Background: an optimization exercise with open tools, aiming at small area. Do not read the settings as production practice. In this exercise RTL edits were held to simulation tests only and were not proved equivalent to the original. Power is estimated from default activity; no workload was simulated.

<file path="design/flow/run.sh">
#!/bin/bash
# synth_recipe.tcl (not shown) runs the flow's synth.tcl, then flattens the netlist and writes it again
# the make line also repeats each setting of config.mk as NAME=value (left out here)
make -C /OpenROAD-flow-scripts/flow DESIGN_CONFIG=/design/flow/config.mk WORK_HOME=/design/flow/orfs CLKGATE_MAP_FILE= SYNTH_SCRIPT=/design/flow/synth_recipe.tcl finish
</file>
<file path="design/flow/config.mk">
export PLATFORM = sky130hd
export DESIGN_NAME = apb_uart
export DESIGN_NICKNAME = apb_uart
export VERILOG_FILES = /design/flow/design.v
export SDC_FILE = /design/flow/constraint.sdc
export NUM_CORES = 4
export LEC_CHECK = 0
export CAP_MARGIN = 20
export CORE_MARGIN = 2
export CORE_UTILIZATION = 40
export PLACE_DENSITY = 0.6
export SLEW_MARGIN = 20
</file>
<file path="design/flow/constraint.sdc">
create_clock -name core_clock -period 10.0 [get_ports {PCLK}]
set_input_delay 2.0000 -clock core_clock [delete_from_list [all_inputs] [get_ports {PCLK}]]
set_output_delay 2.0000 -clock core_clock [all_outputs]
set_load 0.01 [all_outputs]
</file>
<file path="design/flow/design.v">
module baudrate_gen #(
    parameter integer BAUDRATE = 9600,
    parameter integer CLK_FREQ = 100_000_000
)(
    input  wire clk,
    input  wire reset,
    output reg  tick
);
    localparam integer DIVISOR = (CLK_FREQ + (16*BAUDRATE - 1)) / (16*BAUDRATE);
    reg [15:0] cnt;
    always @(posedge clk or posedge reset) begin
        if (reset) begin
            cnt  <= 0;
            tick <= 0;
        end else if (cnt == DIVISOR-1) begin
            cnt  <= 0;
            tick <= 1;
        end else begin
            cnt  <= cnt + 1;
            tick <= 0;
        end
    end
endmodule
module uart_tx #(
    parameter DATAWIDTH = 8,
    parameter SB_TICK   = 16
)(
    input  wire clk,
    input  wire rst_n,
    input  wire tx_rst,
    input  wire tx_en,
    input  wire tx_start,
    input  wire [DATAWIDTH-1:0] din,
    input  wire s_tick,
    output reg tx,
    output reg tx_done,
    output reg tx_busy
);
    localparam IDLE  = 2'b00,
               START = 2'b01,
               DATA  = 2'b10,
               STOP  = 2'b11;
    reg [1:0] state, state_n;
    reg [7:0] s_cnt, s_cnt_n;
    reg [3:0] bit_cnt, bit_cnt_n;
    reg [DATAWIDTH-1:0] shift, shift_n;
    reg tx_n, done_n;
    always @(posedge clk or negedge rst_n) begin
        if (!rst_n) begin
            state   <= IDLE;
            s_cnt   <= 0;
            bit_cnt <= 0;
            shift   <= 0;
            tx      <= 1;
            tx_done <= 0;
            tx_busy <= 0;
        end else if (tx_rst) begin
            state   <= IDLE;
            s_cnt   <= 0;
            bit_cnt <= 0;
            shift   <= 0;
            tx      <= 1;
            tx_done <= 0;
            tx_busy <= 0;
        end else begin
            state   <= state_n;
            s_cnt   <= s_cnt_n;
            bit_cnt <= bit_cnt_n;
            shift   <= shift_n;
            tx      <= tx_n;
            tx_done <= done_n;
            tx_busy <= (state_n != IDLE);
        end
    end
    always @* begin
        state_n   = state;
        s_cnt_n   = s_cnt;
        bit_cnt_n = bit_cnt;
        shift_n   = shift;
        tx_n      = tx;
        done_n    = 0;
        if (tx_en) begin
            case (state)
                IDLE: begin
                    tx_n = 1;
                    if (tx_start) begin
                        shift_n = din;
                        s_cnt_n = 0;
                        state_n = START;
                    end
                end
                START: begin
                    tx_n = 0;
                    if (s_tick) begin
                        if (s_cnt == SB_TICK-1) begin
                            s_cnt_n   = 0;
                            bit_cnt_n = 0;
                            state_n   = DATA;
                        end else s_cnt_n = s_cnt + 1;
                    end
                end
                DATA: begin
                    tx_n = shift[bit_cnt];
                    if (s_tick) begin
                        if (s_cnt == SB_TICK-1) begin
                            s_cnt_n = 0;
                            if (bit_cnt == DATAWIDTH-1)
                                state_n = STOP;
                            else
                                bit_cnt_n = bit_cnt + 1;
                        end else s_cnt_n = s_cnt + 1;
                    end
                end
                STOP: begin
                    tx_n = 1;
                    if (s_tick) begin
                        if (s_cnt == SB_TICK-1) begin
                            state_n = IDLE;
                            done_n  = 1;
                            s_cnt_n = 0;
                        end else s_cnt_n = s_cnt + 1;
                    end
                end
            endcase
        end
    end
endmodule
module uart_rx #(
    parameter DATAWIDTH = 8,
    parameter SB_TICK   = 16
)(
    input  wire clk,
    input  wire rst_n,
    input  wire rx_rst,
    input  wire rx_en,
    input  wire rx,
    input  wire s_tick,
    output reg [DATAWIDTH-1:0] dout,
    output reg rx_done,
    output reg rx_busy,
    output reg rx_error
);
    localparam IDLE  = 2'b00,
               START = 2'b01,
               DATA  = 2'b10,
               STOP  = 2'b11;
    reg [1:0] state, state_n;
    reg [DATAWIDTH-1:0] data, data_n;
    reg [3:0] bit_cnt, bit_cnt_n;
    reg [7:0] s_cnt, s_cnt_n;
    always @(posedge clk or negedge rst_n) begin
        if (!rst_n) begin
            state   <= IDLE;
            data    <= 0;
            bit_cnt <= 0;
            s_cnt   <= 0;
            dout    <= 0;
        end else if (rx_rst) begin
            state   <= IDLE;
            data    <= 0;
            bit_cnt <= 0;
            s_cnt   <= 0;
            dout    <= 0;
        end else begin
            state   <= state_n;
            data    <= data_n;
            bit_cnt <= bit_cnt_n;
            s_cnt   <= s_cnt_n;
            dout    <= data;
        end
    end
  always @(*) begin
        state_n   = state;
        data_n    = data;
        bit_cnt_n = bit_cnt;
        s_cnt_n   = s_cnt;
        rx_done   = 0;
        rx_busy   = (state != IDLE);
        rx_error  = 0;
        if (rx_en) begin
            case (state)
                IDLE: if (!rx) begin
                          state_n = START;
                          s_cnt_n = 0;
                      end
                START: if (s_tick) begin
                           if (s_cnt == 7) begin
                               state_n   = DATA;
                               s_cnt_n   = 0;
                               bit_cnt_n = 0;
                           end else s_cnt_n = s_cnt + 1;
                       end
                DATA: if (s_tick) begin
                          if (s_cnt == 15) begin
                              data_n = {rx, data[DATAWIDTH-1:1]};
                              s_cnt_n = 0;
                              if (bit_cnt == DATAWIDTH-1)
                                  state_n = STOP;
                              else
                                  bit_cnt_n = bit_cnt + 1;
                          end else s_cnt_n = s_cnt + 1;
                      end
                STOP: if (s_tick) begin
                          if (s_cnt == SB_TICK-1) begin
                              if (!rx) rx_error = 1;
                              state_n = IDLE;
                              rx_done = 1;
                          end else s_cnt_n = s_cnt + 1;
                      end
            endcase
        end
    end
endmodule
module apb_uart #(
    parameter DATAWIDTH = 8,
    parameter CLK_FREQ  = 100_000_000
)(
    input  wire        PCLK,
    input  wire        PRESETn,
    input  wire [31:0] PADDR,
    input  wire        PSEL,
    input  wire        PENABLE,
    input  wire        PWRITE,
    input  wire [31:0] PWDATA,
    output reg  [31:0] PRDATA,
    output reg         PREADY,
    input  wire        rx,
    output wire        tx
);
    reg        tx_en, rx_en;
    reg        tx_rst, rx_rst;
    reg [DATAWIDTH-1:0] tx_buf;
    wire [DATAWIDTH-1:0] rx_buf;
    wire tx_done, tx_busy;
    wire rx_done, rx_busy, rx_err;
    reg [31:0] bauddiv;
    reg tx_start;
    wire s_tick;
    baudrate_gen #(
        .BAUDRATE (9600),
        .CLK_FREQ (CLK_FREQ)
    ) baud_i (
        .clk   (PCLK),
        .reset (~PRESETn),
        .tick  (s_tick)
    );
    uart_tx #(
        .DATAWIDTH(DATAWIDTH)
    ) tx_i (
        .clk      (PCLK),
        .rst_n    (PRESETn),
        .tx_rst   (tx_rst),
        .tx_en    (tx_en),
        .tx_start (tx_start),
        .din      (tx_buf),
        .s_tick   (s_tick),
        .tx       (tx),
        .tx_done  (tx_done),
        .tx_busy  (tx_busy)
    );
    uart_rx #(
        .DATAWIDTH(DATAWIDTH)
    ) rx_i (
        .clk     (PCLK),
        .rst_n   (PRESETn),
        .rx_rst  (rx_rst),
        .rx_en   (rx_en),
        .rx      (rx),
        .s_tick  (s_tick),
        .dout    (rx_buf),
        .rx_done (rx_done),
        .rx_busy (rx_busy),
        .rx_error(rx_err)
    );
    always @(posedge PCLK or negedge PRESETn) begin
        if (!PRESETn) begin
            {tx_en, rx_en, tx_rst, rx_rst} <= 4'b0;
            tx_buf    <= 0;
            bauddiv   <= 0;
            tx_start  <= 0;
            PREADY    <= 0;
            PRDATA    <= 0;
        end else begin
            PREADY    <= 0;
            tx_start  <= 0;
            if (PSEL && PENABLE) begin
                PREADY <= 1;
                if (PWRITE) begin
                    case (PADDR[4:0])
                        5'h00: {tx_en, rx_en, tx_rst, rx_rst} <= PWDATA[3:0];
                        5'h02: begin
                            tx_buf   <= PWDATA[DATAWIDTH-1:0];
                            tx_start <= 1;
                        end
                        5'h04: bauddiv <= PWDATA;
                    endcase
                end else begin
                    case (PADDR[4:0])
                        5'h00: PRDATA <= {28'b0, tx_en, rx_en, tx_rst, rx_rst};
                        5'h01: PRDATA <= {27'b0, rx_err, tx_done, rx_done, tx_busy, rx_busy};
                        5'h02: PRDATA <= {24'b0, tx_buf};
                        5'h03: PRDATA <= {24'b0, rx_buf};
                        5'h04: PRDATA <= bauddiv;
                        default: PRDATA <= 0;
                    endcase
                end
            end
        end
    end
endmodule
</file>
==> run summary <==
-- final timing paths --
path                                      startpoint                     endpoint  slack (ns)  cells past startpoint
setup / recovery                            PADDR[0]      bauddiv[26]$_DFFE_PN0P_        5.66                      6
hold / removal                PRDATA[20]$_DFFE_PN0P_       PRDATA[20]$_DFFE_PN0P_        0.47                      2
setup reg to reg           rx_i.s_cnt[5]$_DFFE_PN0P_  rx_i.bit_cnt[0]$_DFFE_PN0P_        7.55                      5
hold reg to reg               PRDATA[20]$_DFFE_PN0P_       PRDATA[20]$_DFFE_PN0P_        0.47                      2
max in group asynchronous                    PRESETn        tx_buf[2]$_DFFE_PN0P_        6.99                      2
min in group asynchronous                    PRESETn      baud_i.cnt[4]$_DFF_PN0_        1.62                      1
-- Yosys cell counts, drive strengths merged (3+ instances only) --
library cell,instances,share of area (%)
nand4,9,0.81
a211oi,5,0.54
nand2b,19,1.7
mux2,52,8.4
a221oi,4,0.59
ha,15,2.7
clkbuf,28,1.5
xnor2,11,1.4
o21ai,33,2.4
mux2i,5,0.72
nor2b,12,1.1
nor4,4,0.36
nor3,13,1.0
a22oi,4,0.43
dfrtp,149,54
and3,11,0.99
or2,7,0.63
buf,4,0.23
or3,3,0.27
a222oi,3,0.43
mux4,3,0.97
nand4b,4,0.50
xor2,6,0.76
nand2,88,4.7
nor3b,3,0.32
inv,14,0.76
a21oi,9,0.65
a31oi,9,0.81
nor2,36,1.9
a21o,3,0.32
a32o,4,0.59
or4b,3,0.49
nand3,41,3.0
or4,3,0.36
-- through the flow --
stage               cell area (um^2)  cells
finish                          8510    954
global route                    8510    954
CTS                             8500    954
detailed placement              7920    922
global placement                7920    922
floorplan                       6960    648
-- state kept, by name, summed over array words and instances (netlist names), 4 cells and up --
register and count:
bauddiv 32, rx_i.data 8, tx_i.shift 8, tx_buf 8
rx_i.dout 8, rx_i.s_cnt 8, tx_i.s_cnt 8, baud_i.cnt 16
rx_i.bit_cnt 4, PRDATA 32, tx_i.bit_cnt 4
-- worst min-delay path: stages, from the launching register on --
cell and delay, ns:
dfrtp_1 0.34, nand2_1 0.05, nand2_1 0.05
-- power by group --
part / switching [mW] / internal [mW] / total [mW]
registers: 0.0277 / 0.637 / 0.664
clock network: 0.278 / 0.354 / 0.633
logic: 0.0549 / 0.0546 / 0.109
total: 0.361 / 1.05 / 1.41
-- final cells by class --
cell class                      instances  share of cell area, %
Timing Repair Buffer                   81                   9.40
Sequential cell                       150                   44.1
Multi-Input combinational cell        452                   35.7
Clock buffer                           17                   5.00
Clock inverter                         15                   1.87
Tap cell                              225                   3.31
Inverter                               14                  0.618
-- layer usage --
metal / up-vias / part of all wire [%] / global-route usage, %
met5: - / 0 / 0
met4: 0 / 0.94 / 5.61
met3: 14 / 3.4 / 4.14
met2: 91 / 49 / 27.8
met1: 2573 / 47 / 24.1
li1: 2439 / - / -
-- kinds of logic (layout without fill, tap and decap cells) --
logic type | after synthesis | count (layout) | share of synthesized area [%]
buffers and inverters | 46 | 127 | 2.50
adders and majority gates | 15 | 15 | 2.70
DFF | 150 | 150 | 54.0
and+or+nand+nor | 267 | 267 | 19.5
xor gates and xnor gates | 17 | 17 | 2.14
muxes | 60 | 60 | 10.1
AOI/OAI and AO/OA | 93 | 93 | 9.05
-- cells in the final DEF, fill, tap and decap left out, types with 4 or more instances in the layout --
| cell | n |
|---|---|
| o21ai_0 | 33 |
| nor2_1 | 36 |
| nor4_1 | 4 |
| a31oi_1 | 8 |
| clkdlybuf4s50_1 | 75 |
| nand2b_1 | 19 |
| inv_8 | 5 |
| nor2b_1 | 11 |
| inv_1 | 14 |
| a21oi_1 | 9 |
| dfrtp_1 | 149 |
| nand2_1 | 88 |
| nand4_1 | 9 |
| inv_6 | 4 |
| ha_1 | 15 |
| xnor2_1 | 11 |
| and3_1 | 11 |
| xor2_1 | 6 |
| nand3_1 | 41 |
| mux2i_1 | 5 |
| nand4b_1 | 4 |
| or2_2 | 6 |
| a22oi_1 | 4 |
| a211oi_1 | 5 |
| clkbuf_16 | 17 |
| buf_4 | 5 |
| nor3_1 | 12 |
| mux2_2 | 52 |
==> impl_results.md <==
- Total GRT Usage: 17.6%
- Max_slew headroom: 34.1%
- Status: complete, no violations
- TritonRoute pass-1 iters: 5
- Fmax achieved: 230 MHz
- Detailed placement HPWL: 10500 um
- Clock sink total: 150
- Startpoint types: primary input
- Synth Warn #: 4
- Congestion Overflow GR: 0
- Critical path's top delay family: simple AND/OR/NAND/NOR gates
- CTS Root Cell: clkbuf_16
- Vias in the first global route: 5107
- Final Max Tran Viols: 0
- Die W: 136 um
- DR iter-0 viols: 331
- Asr flop ratio synth: 100%
- Max stage delay on crit path: 0.64 ns
- Clock transition at path regs: 0.07 ns
- CTS resizes: 0
- Via-per-instance ratio: 5.36
- Ant diodes: 0
- Clock Latency Late Sink: 0.42 ns
- Tmin final: 4.34 ns
- Post-synth EDFFs: 0
- Die H: 136 um
- Die Area: 18500 um^2
- # setup viols final: 0
- Area added between synthesis and finish: 22.3%
- FILL cells: 1599
- Multi-input logic area: 3040 um^2
- Final Worst Setup Slack: 5.66 ns
- Slowest-stage cell, CP: clkdlybuf4s50_1
- Largest net degree at the start of global routing: 80
- Pwr dens: 165 nW/um^2
- Crit path required time: 10.31 ns
- Util after Layout: 49.5%
- Buf+Inv Stages, Crit Path: 2
- Final hold slack: 0.466 ns
- Seq cells post-synth: 150
- Worst Hold Class: register to register
- Final #Nets: 801
- Post-Synthesis Cells: 648
- Seq/Total Area, Yosys: 54.0%
- GP Congestion: 0.846
- PortBufs: 76
- VDD IR-drop max: 129 uV
- Initial core utilization: 40.5%
- Vias: 5117
- Total chip power: 1.41 mW
- CTS Hold Bufs: 0
- ANT nets after route: 0
- Yosys cell types: 65
- # Max-Cap Violations: 0
- Mean Syn Cell Area: 10.7 um^2
- Fin crit share: 43.4%
- Final Hold Viols: 0
- Final wirelength: 15300 um
- Worst Tran Pin Value: 0.984 ns
- Syn nets: 733
- Worst setup EP type: register
- Synth Flop Type: dfrtp_1
- Core Area: 17200 um^2
- H-Tree Depth: 4
- Lkg Pwr: 3.87 nW
- Kind of critical path: primary input to register
- Pre-CTS WS: 5.25 ns
- DRC Markers: 0
- Final setup TNS: 0 ns
- Setup Skew: 0.00731 ns
- Setup Buffers After CTS: 0
- Cell Chain, Critical Path: clkdlybuf4s50_1 > nor2_1 > and3_1 > nand3_1 > buf_4 > mux2_2
- First-pass GRT wire length: 25600 um
- Crit path DAT: 4.65 ns
- Worst-path fanout max: 17
- Share of layout cells above drive strength 1: 15.6%
- Antenna violations before repair: 0
- Row count: 48
- Wirelength per Cell: 16.0 um
- RSZ-0062 raised after global routing: false
- CTS tree: done
- Bufs on Longest Clock Path: 2
- FF+latch area: 3750 um^2
- Synthesized cell area: 6960 um^2
- Cts bufs inserted: 17
- IO Pins: 104

[what the ideal ports hide]
The results above use ideal ports. As a check the final layout listed here was re-extracted and re-timed, cells and wires unchanged. Step 1, drivers: a clkbuf_16 drives PCLK and a buf_2 each remaining input, both assumed. Step 2 moves the port delays by t, midway between the first and last clock arrival at a register: inputs arrive t later, outputs are due t later. That takes back most of the time a late clock gives input paths. Slacks: no drivers / after step 1 / after step 2; pairs: no drivers / after step 1.
t, ns: 0.463
setup WS [ns]: 5.661 / 5.670 / 5.207
hold slack, ns: 0.466 / 0.466 / 0.466
worst slew at a driven data input, ns: 0.05
After both steps setup and hold are still met in this run. The setup slack of this run moves by +0.009 ns with the drivers and by -0.454 ns with both steps.
